This is an optimization exercise on Yosys and OpenROAD, whose aim is small area, a short achievable clock period and few clock cycles, not a production implementation.
RTL that was checked went through simulation tests only; none was proved equivalent to the original.

==> 05-18 <==
## aoc_day2
module aoc_day2 (
    input         clock,
    input         reset,
    input  [63:0] data_value,
    input         data_valid,
    output        data_ready,
    output        result_valid,
    output [63:0] result_value
);
export LEC_CHECK = 0
export ABC_AREA = 1
export CAP_MARGIN = 20
export CORE_MARGIN = 2
export CORE_UTILIZATION = 55
export PLACE_DENSITY = 0.72
export SETUP_SLACK_MARGIN = 1.2
export SLEW_MARGIN = 20
export SYNTH_HIERARCHICAL = 1
export SYNTH_MINIMUM_KEEP_SIZE = 0
create_clock -name core_clock -period 5.0 [get_ports {clock}]
run.sh (not shown) runs the stock make flow with config.mk's settings and CLKGATE_MAP_FILE= SYNTH_SCRIPT=/design/flow/synth_recipe.tcl, a recipe that flattens the netlist after the stock synthesis.
==> 07-22 (differences from 05-18) <==
--- a/flow/config.mk
+++ b/flow/config.mk
@@ -8,8 +8,7 @@
 export ABC_AREA = 1
 export CAP_MARGIN = 20
 export CORE_MARGIN = 2
-export CORE_UTILIZATION = 55
-export PLACE_DENSITY = 0.72
+export CORE_UTILIZATION = 40
 export SETUP_SLACK_MARGIN = 1.2
 export SLEW_MARGIN = 20
 export SYNTH_HIERARCHICAL = 1
==> impl_metrics.csv <==
group,metric,value,unit
cells_and_area,final_cells,8975,
floorplan,die_area,126000,um^2
cells_and_area,clock_area_share,4.37,%
clock_tree,clock_latency,0.67,ns
timing,whs,0.319,ns
cells_and_area,drive_gt1_share,14.0,%
outcome,status,"finished clean",
worst_setup_path,path_common_cell,"fa_1",
[end of results for 07-22]
==> impl_metrics.csv <==
group,metric,value,unit
clock_tree,clock_latency,0.66,ns
timing,whs,0.325,ns
worst_setup_path,path_common_cell,"nand2_1",
cells_and_area,clock_area_share,3.81,%
outcome,status,"finished clean",
timing,hold_viol_final,0,
cells_and_area,final_cells,8511,
cells_and_area,drive_gt1_share,14.1,%
floorplan,die_area,91700,um^2
[end of results for 05-18]
Testbench counts of 05-18, summed over its fixed seeds: cycles 448.
Testbench counts of 07-22, summed over its fixed seeds: cycles 448.

==> run C: inputs <==
aoc_day2, a different RTL version from the one above (not shown whole).
==> flow/design.v (excerpt) <==
module aoc_day2 (
    input         clock,
    input         reset,
    input  [63:0] data_value,
    input         data_valid,
    output        data_ready,
    output        result_valid,
    output [63:0] result_value
);
Settings: LEC_CHECK=0, CAP_MARGIN=20, CORE_MARGIN=2, CORE_UTILIZATION=40, SETUP_SLACK_MARGIN=1.2, SLEW_MARGIN=20, SYNTH_HIERARCHICAL=1, SYNTH_MINIMUM_KEEP_SIZE=0; clock period 5.0 ns.
==> run R (differences from run C) <==
ABC_AREA = 1   (was unset)
SETUP_SLACK_MARGIN = 1.0   (was 1.2)
==> run G (differences from run C) <==
SETUP_SLACK_MARGIN = 1.6   (was 1.2)
==> results.json <==
{
  "status": "complete, no violations",
  "place_area_mm2": 0.05144,
  "design_area_mm2": 0.06355,
  "n_tap_cell": 1612,
  "syn_inst": 5584
}
the above is filed under run G

==> results.json <==
{
  "met2_length_mm": 60.01,
  "status": "complete, no violations",
  "end_kind": "flip-flop",
  "syn_inst": 5584,
  "clk_pin_slew_ps": 70,
  "use_met1_pct": 23.75,
  "place_area_mm2": 0.05114,
  "n_tap_cell": 1612
}
the above is filed under run C

==> results.json <==
{
  "status": "complete, no violations",
  "final_common_cell": "nand2_1",
  "syn_inst": 7579,
  "place_area_mm2": 0.05516,
  "finalNetCount": 8436,
  "grt_util_met2_pct": 35.93,
  "n_tap_cell": 1742
}
the above is filed under run R

Testbench counts of run C, summed over its fixed seeds: cycles 464.
Testbench counts of run R, summed over its fixed seeds: cycles 464.
Testbench counts of run G, summed over its fixed seeds: cycles 464.

==> 10-12 <==
aoc_day2 with an RTL version that a note above also has.
export LEC_CHECK = 0
export ABC_AREA = 1
export CAP_MARGIN = 20
export CORE_MARGIN = 2
export CORE_UTILIZATION = 40
export CTS_BUF_LIST = sky130_fd_sc_hd__clkbuf_8
export SETUP_SLACK_MARGIN = 1.2
export SLEW_MARGIN = 20
export SYNTH_HIERARCHICAL = 1
export SYNTH_MINIMUM_KEEP_SIZE = 0
create_clock -name core_clock -period 5.0 [get_ports {clock}]
==> inputs of 07-01, as changes to 10-12 <==
- CTS_BUF_LIST: sky130_fd_sc_hd__clkbuf_8 -> default
- SETUP_SLACK_MARGIN: 1.2 -> 1.0
==> inputs of 05-15, as changes to 10-12 <==
- CTS_BUF_LIST: sky130_fd_sc_hd__clkbuf_8 -> sky130_fd_sc_hd__clkbuf_4 sky130_fd_sc_hd__clkbuf_8
==> impl_metrics.env <==
export IMPL_status="complete, no violations"
export IMPL_grt_usage_pct=21.59
export IMPL_design_area_um2=54840
export IMPL_r2r_start="r2_b1000"
export IMPL_multi_input_area_share_pct=61.05
export IMPL_cts_resized=0
export IMPL_post_cts_buffers=1
export IMPL_cp_arrival_ns=4.36
export IMPL_gr_usage_met3_pct=2.524
export IMPL_worst_slack_ns=1.165
-- figures above: 07-01

==> impl_metrics.env <==
export IMPL_r2r_start="q_h[14]"
export IMPL_design_area_um2=55720
export IMPL_gr_usage_met3_pct=2.936
export IMPL_grt_usage_pct=21.61
export IMPL_multi_input_cells=5291
export IMPL_cp_arrival_ns=4.35
export IMPL_multi_input_area_share_pct=61.38
export IMPL_hold_start="y_dg[1]"
export IMPL_worst_slack_ns=1.291
export IMPL_status="complete, no violations"
export IMPL_cts_resized=17
export IMPL_post_cts_buffers=5
-- figures above: 05-15

==> impl_metrics.env <==
export IMPL_status="complete, no violations"
export IMPL_cp_arrival_ns=4.32
export IMPL_r2r_start="q_h[14]"
export IMPL_gr_usage_met3_pct=3.018
export IMPL_fin_util_pct=45.72
export IMPL_grt_usage_pct=21.61
export IMPL_cts_resized=17
export IMPL_yosysWarnings=7
export IMPL_worst_slack_ns=1.332
-- figures above: 10-12

Testbench counts of 10-12, summed over its fixed seeds: cycles 448.
Testbench counts of 07-01, summed over its fixed seeds: cycles 448.
Testbench counts of 05-15, summed over its fixed seeds: cycles 448.

==> v17 <==
aoc_day2, a different RTL version from the one above (not shown whole).
clock: 5.0 ns
lec_check: 0
cap_margin: 20
core_margin: 2
core_utilization: 40
setup_slack_margin: 1.5
slew_margin: 20
==> v22: changes against v17 <==
- ABC_AREA: default -> 1
==> summary.txt <==
Synth Area in Adders - 20.07%
Max Freq - 170.2 MHz
Worst Setup Slack, final - -0.8740 ns
Placed Cells incl. Taps - 9736
Clock buf/inv share - 3.328%
WHS - 0.2771 ns
Inverters, non-clock - 649
Finished Core Util - 53.69%
status - complete, but fails checks
Worst Path Buf+Inv - 4
Layout Check Fails - setup timing
metal3 WL - 6680 um
Starting Density - 40.41%
Synth top area share - 20.73%
Final setup viols - 4
via count - 56210
WL final - 175100 um
# the run above: v17

==> summary.txt <==
status - timing/DRC/antenna clean
Signal buffers - 303
WL final - 128900 um
GP Congestion - 0.8976
Finished Core Util - 49.73%
Starting Density - 40.40%
Final setup viols - 0
Synth top area share - 23.38%
Worst Path Buf+Inv - 6
CP peak stage delay - 0.55 ns
Worst Setup Slack, final - 0.7526 ns
Clock buf/inv share - 4.145%
Placed Cells incl. Taps - 9050
metal3 WL - 3706 um
Synth Area in Adders - 22.10%
Inverters, non-clock - 1416
via count - 45390
# the run above: v22

Function was not checked in any run of this note: the RTL went through the layout flow alone.

==> afterwards: timing with drivers on the ports <==
Ports are ideal in the flow. The routed layouts listed here were re-timed in OpenROAD.
Step 1 sets driving cells, clkbuf_16 on the clock port and buf_2 on the other inputs (assumed; they add their load-dependent delay and slew).
Step 2 adds t to the input delays and takes it off the output delays; t is the mean of the earliest and latest rising clock arrival at the registers after step 1. Input paths then give back, and output paths get back, about the clock's delay inside the block.
Three values: ideal, step 1, step 2; two values: the first two.
run	shift t [ns]	setup slack, ns	worst setup path after step 2	worst data-port slew with drivers (ns)
05-18	0.716	1.211 / 1.211 / 1.211	register to register	0.05
07-22	0.723	1.317 / 1.317 / 1.317	register to register	0.04
run C	0.704	0.651 / 0.651 / 0.651	register to register	0.06
run R	0.738	1.232 / 1.232 / 1.232	register to register	0.05
run G	0.724	0.707 / 0.707 / 0.707	register to register	0.04
10-12	0.845	1.332 / 1.332 / 1.332	register to register	0.04
07-01	0.723	1.165 / 1.165 / 1.165	register to register	0.04
05-15	0.843	1.291 / 1.291 / 1.291	register to register	0.04
v17	0.752	-0.874 / -0.874 / -0.874	register to register	0.08
v22	0.732	0.753 / 0.753 / 0.753	register to register	0.04
